This is an optimization exercise on Yosys and OpenROAD, whose aim is small area and a short achievable clock period, not a production implementation. Where RTL was checked, it was by simulation tests only, not by an equivalence proof against the original.

// simon_for
module simon_for(
    input  [31:0] plaintext,
    input  [63:0] keytext,
    input         clk,
    output reg [31:0] ciphertext
);
For scale: roughly 32000 sq um of cells after synthesis.
Settings: LEC_CHECK=0, CAP_MARGIN=20, CORE_MARGIN=2, CORE_UTILIZATION=55, PLACE_DENSITY=0.7, SLEW_MARGIN=20, SYNTH_HIERARCHICAL=1, SYNTH_MINIMUM_KEEP_SIZE=0; clock period 34.0 ns.
standard.sh (not shown) runs the stock make flow with config.mk's settings and CLKGATE_MAP_FILE= SYNTH_SCRIPT=/design/flow/synth_recipe.tcl, a recipe that flattens the netlist after the stock synthesis.
==> flow/flow/run.sh <==
#!/bin/bash
# The standard layout with two changes of cell choice, not of the circuit:
#  - after the standard synthesis, every inv_1 becomes an inv_2 (same area, twice the
#    drive; the inverters drive the design's fanout-4 nets);
#  - the port buffers are buf_2 cells instead of the default clkdlybuf4s50_1 delay cell,
#    which is twice the area and slow on the input paths.
set -euo pipefail
here=$(pwd)
bash standard.sh synth > make_synth.log 2>&1
ODB=$here/orfs/results/$FLOW_PLATFORM/simon_for/base/1_synth.odb \
  openroad -no_init -exit flow/swap_inv.tcl > openroad_swap_inv.log 2>&1
bash standard.sh "BUFFER_PORTS_ARGS=-buffer_cell sky130_fd_sc_hd__buf_2" finish > make_finish.log 2>&1
==> flow/flow/swap_inv.tcl <==
# swap every inv_1 for inv_2 (same area, twice the drive)
read_db $::env(ODB)
set db [ord::get_db]
set to [$db findMaster sky130_fd_sc_hd__inv_2]
set n 0
foreach inst [[ord::get_db_block] getInsts] {
  if {[[$inst getMaster] getName] eq "sky130_fd_sc_hd__inv_1"} {
    $inst swapMaster $to
    incr n
  }
}
puts "swapped $n inv_1 to inv_2"
write_db $::env(ODB)
The baseline finished clean.
Rerun with:
==> flow/flow/run.sh (replaced) <==
#!/bin/bash
set -euo pipefail
here=$(pwd)
bash standard.sh synth > make_synth.log 2>&1
ODB=$here/orfs/results/$FLOW_PLATFORM/simon_for/base/1_synth.odb \
  openroad -no_init -exit flow/swap_inv.tcl > openroad_swap_inv.log 2>&1
bash standard.sh "BUFFER_PORTS_ARGS=-buffer_cell sky130_fd_sc_hd__buf_2" SETUP_SLACK_MARGIN=10.8 finish > make_finish.log 2>&1
CORE_UTILIZATION = 40   (was 55)
PLACE_DENSITY = 0.6   (was 0.7)
Effect:
- setup slack improved by 1.1 ns
- clock-buffer cell count is unchanged
- cell count grows by 14%
- first-iteration DRC count increases by 17%
- global-route usage went down by 11 points
- core utilization is lower by 2.0 points
- die area increases by about 37%
- area after synthesis stays the same
- non-clock buffer count came out higher by 475
Rerun with:
==> flow/flow/run.sh (replaced) <==
#!/bin/bash
# The standard layout with two changes of cell choice, not of the circuit:
#  - after the standard synthesis, every inv_1 becomes an inv_2 (same area, twice the
#    drive; the inverters drive the design's fanout-4 nets);
#  - the port buffers are buf_2 cells instead of the default clkdlybuf4s50_1 delay cell,
#    which is twice the area and slow on the input paths.
set -euo pipefail
here=$(pwd)
bash standard.sh synth > make_synth.log 2>&1
ODB=$here/orfs/results/$FLOW_PLATFORM/simon_for/base/1_synth.odb \
  openroad -no_init -exit flow/swap_inv.tcl > openroad_swap_inv.log 2>&1
bash standard.sh "BUFFER_PORTS_ARGS=-buffer_cell sky130_fd_sc_hd__buf_2" finish > make_finish.log 2>&1
CORE_UTILIZATION = 25   (was 40)
PLACE_DENSITY = 0.35   (was 0.6)
Outcome:
- The new run passed the timing, DRC and antenna checks
- first-iteration DRC count decreases by about 40%
- via count goes down by about 14%
- die area increases by about 60%
- cell area goes down by 23%
- hold slack loses 0.0046 ns
- count of clock-buffer cells in the layout does not change
- wire length climbs by 7.6%
Rerun with:
CORE_UTILIZATION = 40   (was 25)
PLACE_DENSITY = 0.45   (was 0.35)
What happened: Hold slack stays flat. Global-route usage is higher by 12 points. Cell area is lower by 2.2%. Synthesized cell count stays the same. Setup slack is better by 0.074 ns.
Rerun with:
==> flow/run.sh (new file) <==
#!/bin/bash
# synth_recipe.tcl (not shown) runs the flow's synth.tcl, then flattens the netlist and writes it again
# the make line also repeats each setting of config.mk as NAME=value (left out here)
make -C /OpenROAD-flow-scripts/flow DESIGN_CONFIG=/design/flow/config.mk WORK_HOME=/design/flow/orfs CLKGATE_MAP_FILE= SYNTH_SCRIPT=/design/flow/synth_recipe.tcl finish
CORE_UTILIZATION = 70   (was 40)
PLACE_DENSITY = 0.8   (was 0.45)
removed: flow/flow/run.sh
removed: flow/flow/swap_inv.tcl
removed: flow/standard.sh
=> Global-route usage climbs by 16 points; area after synthesis is unchanged; setup slack is worse by 3.3 ns; final area barely changes; fmax shrinks by 12%; final cell count falls by 8.2%; wire length is lower by 13%; non-clock buffer count stays the same; via count climbs by 9.7%.

run A:
Another version of the RTL of simon_for (not shown whole).
Size: ~4400 cells after synthesis, ~32 flip-flops, ~0.032 mm2 of cells after synthesis.
clock: 34.0 ns
lec_check: 0
cap_margin: 20
core_margin: 2
core_utilization: 40
place_density: 0.6
slew_margin: 20
synth_hierarchical: 1
synth_minimum_keep_size: 0
==> flow/flow/run.sh <==
#!/bin/bash
# The standard layout with these changes of how it is made, not of the circuit:
#  - after the standard synthesis, every inv_1 becomes an inv_2 (same area, twice the
#    drive; the inverters drive the design's fanout-4 nets);
#  - the port buffers are buf_2 cells instead of the default clkdlybuf4s50_1 delay cell,
#    which is twice the area and slow on the input paths;
#  - timing-driven global placement reweights the critical nets more often, more
#    strongly and for more of them (the key schedule's chain and the last rounds).
set -euo pipefail
here=$(pwd)
bash standard.sh synth > make_synth.log 2>&1
ODB=$here/orfs/results/$FLOW_PLATFORM/simon_for/base/1_synth.odb \
  openroad -no_init -exit flow/swap_inv.tcl > openroad_swap_inv.log 2>&1
bash standard.sh "BUFFER_PORTS_ARGS=-buffer_cell sky130_fd_sc_hd__buf_2" \
  "GLOBAL_PLACEMENT_ARGS=-timing_driven_net_reweight_overflow {80 70 60 50 40 30 20} -timing_driven_net_weight_max 5 -timing_driven_nets_percentage 30" \
  finish > make_finish.log 2>&1
==> flow/flow/swap_inv.tcl <==
# swap every inv_1 for inv_2 (same area, twice the drive)
read_db $::env(ODB)
set db [ord::get_db]
set to [$db findMaster sky130_fd_sc_hd__inv_2]
set n 0
foreach inst [[ord::get_db_block] getInsts] {
  if {[[$inst getMaster] getName] eq "sky130_fd_sc_hd__inv_1"} {
    $inst swapMaster $to
    incr n
  }
}
puts "swapped $n inv_1 to inv_2"
write_db $::env(ODB)
What run B does differently from run A at the input level:
-- flow/flow/run.sh --
<<< run A, line 14
bash standard.sh "BUFFER_PORTS_ARGS=-buffer_cell sky130_fd_sc_hd__buf_2" \
  "GLOBAL_PLACEMENT_ARGS=-timing_driven_net_reweight_overflow {80 70 60 50 40 30 20} -timing_driven_net_weight_max 5 -timing_driven_nets_percentage 30" \
  finish > make_finish.log 2>&1
>>> run B, line 14
bash standard.sh "BUFFER_PORTS_ARGS=-buffer_cell sky130_fd_sc_hd__buf_2" \
  "GLOBAL_PLACEMENT_ARGS=-timing_driven_net_reweight_overflow {79 64 49 29 21 15} -timing_driven_net_weight_max 3 -timing_driven_nets_percentage 20" \
  finish > make_finish.log 2>&1
Per the comparison of run B with run A, met2 usage shows a reduction of 1.2 points; worst-case setup margin in the final layout saw an increase; layout clock buffer count moved down; final instance count without filler cells now sits at about the same level. Diff run A..run B | vertical extent of the die | unchanged. Between run A and run B, the final cell area excluding filler cells figures differ only marginally.
#### Input delta (run C over run B)
==> flow/flow/run.sh <==
#!/bin/bash
# The standard layout with two changes of cell choice, not of the circuit:
#  - after the standard synthesis, every inv_1 becomes an inv_2 (same area, twice the
#    drive; the inverters drive the design's fanout-4 nets);
#  - the port buffers are buf_2 cells instead of the default clkdlybuf4s50_1 delay cell,
#    which is twice the area and slow on the input paths.
set -euo pipefail
here=$(pwd)
bash standard.sh synth > make_synth.log 2>&1
ODB=$here/orfs/results/$FLOW_PLATFORM/simon_for/base/1_synth.odb \
  openroad -no_init -exit flow/swap_inv.tcl > openroad_swap_inv.log 2>&1
bash standard.sh "BUFFER_PORTS_ARGS=-buffer_cell sky130_fd_sc_hd__buf_2" finish > make_finish.log 2>&1
## What came out
Run C finished all stages; the layout is clean. Changes observed in run C relative to run B: worst setup slack shows a reduction of 410 ps; proportion of cell area spent on the clock network held; global routing met3 resource utilization went up; clock buffer count has decreased. A capture point of the worst path of ciphertext[24] is what run B shows, while ciphertext[22] belongs to run C.
No run of this note included a check of the RTL's function; only the layout flow was run.

Setup of build 56:
simon_for with an RTL version that a note above also has.
Size in the first run: about 4400 cells after synthesis, roughly 130 I/O pins.
==> flow/config.mk <==
export PLATFORM = sky130hd
export DESIGN_NAME = simon_for
export DESIGN_NICKNAME = simon_for
export VERILOG_FILES = /design/flow/design.v
export SDC_FILE = /design/flow/constraint.sdc
export NUM_CORES = 4
export LEC_CHECK = 0
export CAP_MARGIN = 20
export CORE_MARGIN = 2
export CORE_UTILIZATION = 40
export PLACE_DENSITY = 0.8
export SLEW_MARGIN = 20
export SYNTH_HIERARCHICAL = 1
export SYNTH_MINIMUM_KEEP_SIZE = 0
==> flow/constraint.sdc <==
create_clock -name core_clock -period 34.0 [get_ports {clk}]
set_input_delay 6.8000 -clock core_clock [delete_from_list [all_inputs] [get_ports {clk}]]
set_output_delay 6.8000 -clock core_clock [all_outputs]
set_load 0.01 [all_outputs]
==> flow/flow/run.sh <==
#!/bin/bash
# The standard layout with two changes of cell choice, not of the circuit:
#  - after the standard synthesis, every inv_1 becomes an inv_2 (same area, twice the
#    drive; the inverters drive the design's fanout-4 nets);
#  - the port buffers are buf_2 cells instead of the default clkdlybuf4s50_1 delay cell,
#    which is twice the area and slow on the input paths.
set -euo pipefail
here=$(pwd)
bash standard.sh synth > make_synth.log 2>&1
ODB=$here/orfs/results/$FLOW_PLATFORM/simon_for/base/1_synth.odb \
  openroad -no_init -exit flow/swap_inv.tcl > openroad_swap_inv.log 2>&1
bash standard.sh "BUFFER_PORTS_ARGS=-buffer_cell sky130_fd_sc_hd__buf_2" finish > make_finish.log 2>&1
Scripts as last shown in full above: flow/flow/swap_inv.tcl
Build 56 closes out successfully: all stages finished, all timing, DRC and antenna checks passed.
Here is what was changed in the inputs of build 11 compared with build 56.
- a change of PLACE_DENSITY from 0.8 to 0.6
==> flow/flow/run.sh <==
#!/bin/bash
# The standard layout, except that the port buffers are buf_2 cells: the default pick
# (a clkdlybuf4s50_1 delay cell) is twice the area and slow on the input paths.
set -euo pipefail
bash standard.sh "BUFFER_PORTS_ARGS=-buffer_cell sky130_fd_sc_hd__buf_2" finish > make_finish.log 2>&1
removed: flow/flow/swap_inv.tcl
==> comparison <==
- Looking at global routing usage on met2, build 11 sits 1.1 points below build 56.
- The run showing the greater largest net degree at the start of global routing is build 11.
- Build 11 vs build 56: vias after detailed routing down slightly
- [compare] base=build 56 new=build 11: count of filler cells inserted in the layout went up; combined flip-flop and latch cell area did not really move; hold slack did not really move; signed area change from the synthesized netlist to the final layout did not really move.
- There was hardly any difference in clock network contribution to total cell area between build 11 and build 56.
- Comparing build 56 and build 11, detailed-route wire length per cell is higher on build 56.
--- input diff build 11..build 88 ---
==> flow/flow/run.sh <==
#!/bin/bash
# The standard layout with two changes of cell choice, not of the circuit:
#  - after the standard synthesis, every inv_1 becomes an inv_2 (same area, twice the
#    drive; the inverters drive the design's fanout-4 nets);
#  - the port buffers are buf_2 cells instead of the default clkdlybuf4s50_1 delay cell,
#    which is twice the area and slow on the input paths.
set -euo pipefail
here=$(pwd)
bash standard.sh synth > make_synth.log 2>&1
ODB=$here/orfs/results/$FLOW_PLATFORM/simon_for/base/1_synth.odb \
  openroad -no_init -exit flow/swap_inv.tcl > openroad_swap_inv.log 2>&1
bash standard.sh "BUFFER_PORTS_ARGS=-buffer_cell sky130_fd_sc_hd__buf_2" finish > make_finish.log 2>&1
==> flow/flow/swap_inv.tcl (new file) <==
# swap every inv_1 for inv_2 (same area, twice the drive)
read_db $::env(ODB)
set db [ord::get_db]
set to [$db findMaster sky130_fd_sc_hd__inv_2]
set n 0
foreach inst [[ord::get_db_block] getInsts] {
  if {[[$inst getMaster] getName] eq "sky130_fd_sc_hd__inv_1"} {
    $inst swapMaster $to
    incr n
  }
}
puts "swapped $n inv_1 to inv_2"
write_db $::env(ODB)
==> notes.md <==
On design area, build 11 and build 88 are basically level.
In build 88, detailed route wirelength on metal2 is lower than in build 11.
As far as share of the final layout cell area in sequential cells is concerned, build 88 and build 11 perform about the same.
Wire: build 88 routes less than build 11
On area overhead of the layout relative to synthesis, build 11 and build 88 are neck and neck.
Diff build 11..build 88 | required time of the critical path | negligible
Build 11 -> build 88: multi-input logic portion of the cell area flat

simon_for, a different RTL version from the one above (not shown whole).
Size in the first run: about 4400 cells after synthesis, about 32 flip-flops, about 130 I/O pins, ~32000 um2 of cells after synthesis.
clock: 34.0 ns
lec_check: 0
cap_margin: 20
core_margin: 2
core_utilization: 40
place_density: 0.6
slew_margin: 20
synth_hierarchical: 1
synth_minimum_keep_size: 0
run.sh (not shown) runs the stock make flow with config.mk's settings and CLKGATE_MAP_FILE= SYNTH_SCRIPT=/design/flow/synth_recipe.tcl, a recipe that flattens the netlist after the stock synthesis.
Stock flow here: none of the scripts above is used.
The baseline went through all stages and came out clean.
==> next run, changes <==
CORE_UTILIZATION = 70   (was 40)
PLACE_DENSITY = 0.8   (was 0.6)
The new run completed without violations.
Sequential share of layout area barely changes.
Wire length climbs by 7.3%.
Design area decreases by 1.6%.
Function was not checked in any run of this note: the RTL went through the layout flow alone.

==> afterwards: timing with drivers on the ports <==
How much do the figures lean on ideal ports? The routed layouts below were timed once more, with nothing changed but the port constraints. Step 1 (the two cells are an assumption about what drives the block):
set clk [get_ports {clk}]
set_driving_cell -lib_cell sky130_fd_sc_hd__clkbuf_16 $clk
set_driving_cell -lib_cell sky130_fd_sc_hd__buf_2 [delete_from_list [all_inputs] $clk]
Step 2 times the ports against the registers' clock, not the clock port: input delays grow and output delays shrink by t, the midpoint of the rising clock arrivals with the driver on. Slacks: no drivers / after step 1 / after step 2; pairs: no drivers / after step 1.
| run | shift t [ns] | setup WS [ns] | hold WS [ns] | worst data-port slew with drivers (ns) | cell pins on the clock port's net |
|---|---|---|---|---|---|
| the first run of note 1 | 0.306 | 9.136 / 9.145 / 8.839 | 7.487 / 7.517 / 7.211 | 0.05 | 1 |
| the second run of note 1 | 0.306 | 10.226 / 10.230 / 9.924 | 7.489 / 7.519 / 7.213 | 0.07 | 1 |
| the third run of note 1 | 0.312 | 9.143 / 9.146 / 8.834 | 7.485 / 7.522 / 7.210 | 0.06 | 1 |
| the fourth run of note 1 | 0.312 | 9.217 / 9.232 / 8.920 | 7.485 / 7.522 / 7.210 | 0.07 | 1 |
| the fifth run of note 1 | 0.300 | 5.878 / 5.881 / 5.580 | 7.826 / 7.855 / 7.555 | 0.05 | 1 |
| run A | 0.309 | 8.805 / 8.807 / 8.498 | 7.483 / 7.522 / 7.212 | 0.08 | 1 |
| run B | 0.311 | 9.570 / 9.570 / 9.258 | 7.491 / 7.523 / 7.212 | 0.08 | 1 |
| run C | 0.298 | 9.157 / 9.164 / 8.866 | 7.479 / 7.507 / 7.209 | 0.08 | 1 |
| build 56 | 0.307 | 8.379 / 8.392 / 8.085 | 7.484 / 7.520 / 7.212 | 0.05 | 1 |
| build 11 | 0.309 | 7.373 / 7.385 / 7.076 | 7.487 / 7.519 / 7.210 | 0.06 | 1 |
| build 88 | 0.305 | 9.621 / 9.630 / 9.325 | 7.489 / 7.518 / 7.213 | 0.07 | 1 |
| the first run of note 4 | 0.300 | 5.232 / 5.238 / 4.938 | 7.823 / 7.852 / 7.552 | 0.08 | 1 |
| the second run of note 4 | 0.309 | 5.314 / 5.312 / 5.003 | 7.826 / 7.857 / 7.548 | 0.06 | 1 |
After both steps setup and hold are still met in every run listed. For run B, which loses most, drivers alone change the setup slack by 0.000 ns; drivers and shift together by -0.312 ns.
